Context: an optimization exercise on an open-source flow, tuned for small area and a short achievable clock period. The choices shown serve that exercise and are no tape-out recipe. In this exercise RTL edits were held to simulation tests only and were not proved equivalent to the original.

==> module conv_kernel, before the edit <==
module conv_kernel(
  input         clk,
  input         rst_n,
  input         clear,
  input  [31:0] i_pixel,
  input  [31:0] i_weight,
  output [31:0] o_pixel
);
reg  [31:0] mult_a;
reg         mult_b_s;
reg  [7:0]  mult_b_e;
reg         mult_b_fz;
reg  [4:0]  mult_b_tz;
reg  [35:0] mult_b_bd;
reg  [31:0] add_a;
reg  [31:0] add_b;
wire [31:0] product;
wire [31:0] sum;
wire        w_s;
wire [7:0]  w_e;
wire        w_fz;
wire [4:0]  w_tz;
wire [35:0] w_bd;
booth_enc U_booth_enc (.b(i_weight), .sb(w_s), .eb(w_e), .fbz(w_fz), .tzb(w_tz), .bd(w_bd));
always @(posedge clk, negedge rst_n) begin
  if (!rst_n) begin
    mult_a    <= 32'b0;
    mult_b_s  <= 1'b0;
    mult_b_e  <= 8'b0;
    mult_b_fz <= 1'b0;
    mult_b_tz <= 5'b0;
    mult_b_bd <= 36'b0;
  end else begin
    mult_a    <= i_pixel;
    mult_b_s  <= w_s;
    mult_b_e  <= w_e;
    mult_b_fz <= w_fz;
    mult_b_tz <= w_tz;
    mult_b_bd <= w_bd;
  end
end
always @(posedge clk, negedge rst_n) begin
  if (!rst_n) begin
    add_a <= 32'b0;
    add_b <= 32'b0;
  end else if (clear) begin
    add_a <= 32'b0;
    add_b <= 32'b0;
  end else begin
    add_a <= product;
    add_b <= sum;
  end
end
assign o_pixel = add_b;
floating_mult U_floating_mult (
  .a(mult_a), .sb(mult_b_s), .eb(mult_b_e), .fbz(mult_b_fz), .tzb(mult_b_tz), .bd(mult_b_bd),
  .r(product)
);
floating_adder U_floating_adder (.a(add_a), .b(add_b), .r(sum));
endmodule
Settings: LEC_CHECK=0, CAP_MARGIN=20, CORE_MARGIN=2, CORE_UTILIZATION=40, SETUP_SLACK_MARGIN=5, SLEW_MARGIN=20, TNS_END_PERCENT=5; clock period 12.0 ns.
run.sh (not shown) runs the stock make flow with config.mk's settings and CLKGATE_MAP_FILE= SYNTH_SCRIPT=/design/flow/synth_recipe.tcl, a recipe that flattens the netlist after the stock synthesis.
Next try:
--- a/flow/design.v
+++ b/flow/design.v
@@ -1185,38 +1185,38 @@
 wire [7:0]  w_e;
 wire        w_fz;
 wire [4:0]  w_tz;
 wire [35:0] w_bd;
 booth_enc U_booth_enc (.b(i_weight), .sb(w_s), .eb(w_e), .fbz(w_fz), .tzb(w_tz), .bd(w_bd));
+reg run;
 always @(posedge clk, negedge rst_n) begin
-  if (!rst_n) begin
-    mult_a    <= 32'b0;
-    mult_b_s  <= 1'b0;
-    mult_b_e  <= 8'b0;
-    mult_b_fz <= 1'b0;
-    mult_b_tz <= 5'b0;
-    mult_b_bd <= 36'b0;
-  end else begin
-    mult_a    <= i_pixel;
-    mult_b_s  <= w_s;
-    mult_b_e  <= w_e;
-    mult_b_fz <= w_fz;
-    mult_b_tz <= w_tz;
-    mult_b_bd <= w_bd;
-  end
+  if (!rst_n)
+    run <= 1'b0;
+  else
+    run <= 1'b1;
 end
-always @(posedge clk, negedge rst_n) begin
-  if (!rst_n) begin
+always @(posedge clk) begin
+  mult_a    <= i_pixel;
+  mult_b_s  <= w_s;
+  mult_b_e  <= w_e;
+  mult_b_fz <= w_fz;
+  mult_b_tz <= w_tz;
+  mult_b_bd <= w_bd;
+end
+always @(posedge clk) begin
+  if (clear || !run)
     add_a <= 32'b0;
+  else
+    add_a <= product;
+end
+always @(posedge clk, negedge rst_n) begin
+  if (!rst_n)
     add_b <= 32'b0;
-  end else if (clear) begin
-    add_a <= 32'b0;
+  else if (clear || !run)
     add_b <= 32'b0;
-  end else begin
-    add_a <= product;
+  else
     add_b <= sum;
-  end
 end
 assign o_pixel = add_b;
 floating_mult U_floating_mult (
   .a(mult_a), .sb(mult_b_s), .eb(mult_b_e), .fbz(mult_b_fz), .tzb(mult_b_tz), .bd(mult_b_bd),
   .r(product)
- setup slack improved by 110 ps
- wire length is higher by about 9%
- flip-flop and latch count rose by 1
- global-route usage rises by 2.1 points
- register-to-register slack is better by 110 ps

--- another note on this design; it stands on its own ---

Setup of v10:
## conv_kernel
module conv_kernel(
  input         clk,
  input         rst_n,
  input         clear,
  input  [31:0] i_pixel,
  input  [31:0] i_weight,
  output [31:0] o_pixel
);
reg  [31:0] mult_a;
reg  [31:0] mult_b;
reg  [31:0] add_a;
reg  [31:0] add_b;
wire [31:0] product;
wire [31:0] sum;
always @(posedge clk, negedge rst_n) begin
  if (!rst_n) begin
    mult_a <= 32'b0;
    mult_b <= 32'b0;
  end else begin
    mult_a <= i_pixel;
    mult_b <= i_weight;
  end
end
always @(posedge clk, negedge rst_n) begin
  if (!rst_n) begin
    add_a <= 32'b0;
    add_b <= 32'b0;
  end else if (clear) begin
    add_a <= 32'b0;
    add_b <= 32'b0;
  end else begin
    add_a <= product;
    add_b <= sum;
  end
end
assign o_pixel = add_b;
floating_mult U_floating_mult (.a(mult_a), .b(mult_b), .r(product));
floating_adder U_floating_adder (.a(add_a), .b(add_b), .r(sum));
endmodule
==> flow/config.mk <==
export PLATFORM = sky130hd
export DESIGN_NAME = conv_kernel
export DESIGN_NICKNAME = conv_kernel
export VERILOG_FILES = /design/flow/design.v
export SDC_FILE = /design/flow/constraint.sdc
export NUM_CORES = 4
export LEC_CHECK = 0
export CAP_MARGIN = 20
export CORE_MARGIN = 2
export CORE_UTILIZATION = 40
export SETUP_SLACK_MARGIN = 2.5
export SLEW_MARGIN = 20
export TNS_END_PERCENT = 5
==> flow/constraint.sdc <==
create_clock -name core_clock -period 12.0 [get_ports {clk}]
set_input_delay 2.4000 -clock core_clock [delete_from_list [all_inputs] [get_ports {clk}]]
set_output_delay 2.4000 -clock core_clock [all_outputs]
set_load 0.01 [all_outputs]
run.sh (not shown) runs the stock make flow with config.mk's settings and CLKGATE_MAP_FILE= SYNTH_SCRIPT=/design/flow/synth_recipe.tcl, a recipe that flattens the netlist after the stock synthesis.
The flow did not stop early for v10: all stages ran, and the layout cleared the timing, DRC and antenna checks.
The following lists how v22 was set up differently from v10:
diff --git a/flow/config.mk b/flow/config.mk
--- a/flow/config.mk
+++ b/flow/config.mk
@@ -10,4 +10,2 @@
 export CORE_UTILIZATION = 40
-export SETUP_SLACK_MARGIN = 2.5
 export SLEW_MARGIN = 20
-export TNS_END_PERCENT = 5
Results
On multi-input logic portion of the cell area, v10 tracks v22 almost exactly.
v22 has completed all stages; timing, DRC and antenna checks passed.
[compare] base=v10 new=v22: number of cells upsized or downsized after cts went down 5; number of inserted filler cells in the final layout has remained practically unchanged; post-route cell area -0.36%.


conv_kernel, a different RTL version from the one above (not shown whole).
Size in the first run: roughly 4800 cells after synthesis, roughly 150 flip-flops, ~99 I/O pins, ~0.037 mm² of cells after synthesis.
clock: 12.0 ns
lec_check: 0
cap_margin: 5
core_margin: 2
core_utilization: 40
setup_slack_margin: 5
slew_margin: 5
tns_end_percent: 5
==> next run, changes <==
CAP_MARGIN = 20   (was 5)
SLEW_MARGIN = 20   (was 5)
TNS_END_PERCENT = 0   (was 5)
- wire length is about the same
- critical path depth increases by 1
- hold slack loses 5.4 ps
- register-to-register slack stays flat
- cell area barely changes
- utilization barely changes
- synthesized cell count is unchanged
- clock skew barely changes
- global-route usage barely changes
- via count decreases by 0.65%

==> static timing again, ports no longer ideal <==
The flow's constraints put no driver on any port. The routed layouts listed below were extracted and timed again, unchanged, in two steps.
Step 1, drivers: a clkbuf_16 drives clk and a buf_2 each remaining input, both assumed.
Step 2, shift: input delay + t, output delay - t, t = (earliest + latest rising clock arrival at the registers) / 2. This alone moves slack from input paths to output paths.
Three values: ideal ports, drivers, drivers and shift; two values: the first two.
run | t (ns) | slack for setup (ns) | worst hold slack (ns)
the first run of note 1 | 0.561 | 4.992 / 4.992 / 4.992 | 0.578 / 0.578 / 0.578
the second run of note 1 | 0.550 | 5.102 / 5.102 / 5.102 | 0.576 / 0.576 / 0.576
v10 | 0.552 | 2.590 / 2.590 / 2.590 | 0.668 / 0.668 / 0.668
v22 | 0.555 | 1.973 / 1.973 / 1.973 | 0.668 / 0.668 / 0.668
the first run of note 3 | 0.561 | 4.992 / 4.992 / 4.992 | 0.578 / 0.578 / 0.578
the second run of note 3 | 0.558 | 4.995 / 4.995 / 4.995 | 0.572 / 0.572 / 0.572
After both steps every run listed still meets setup and hold.
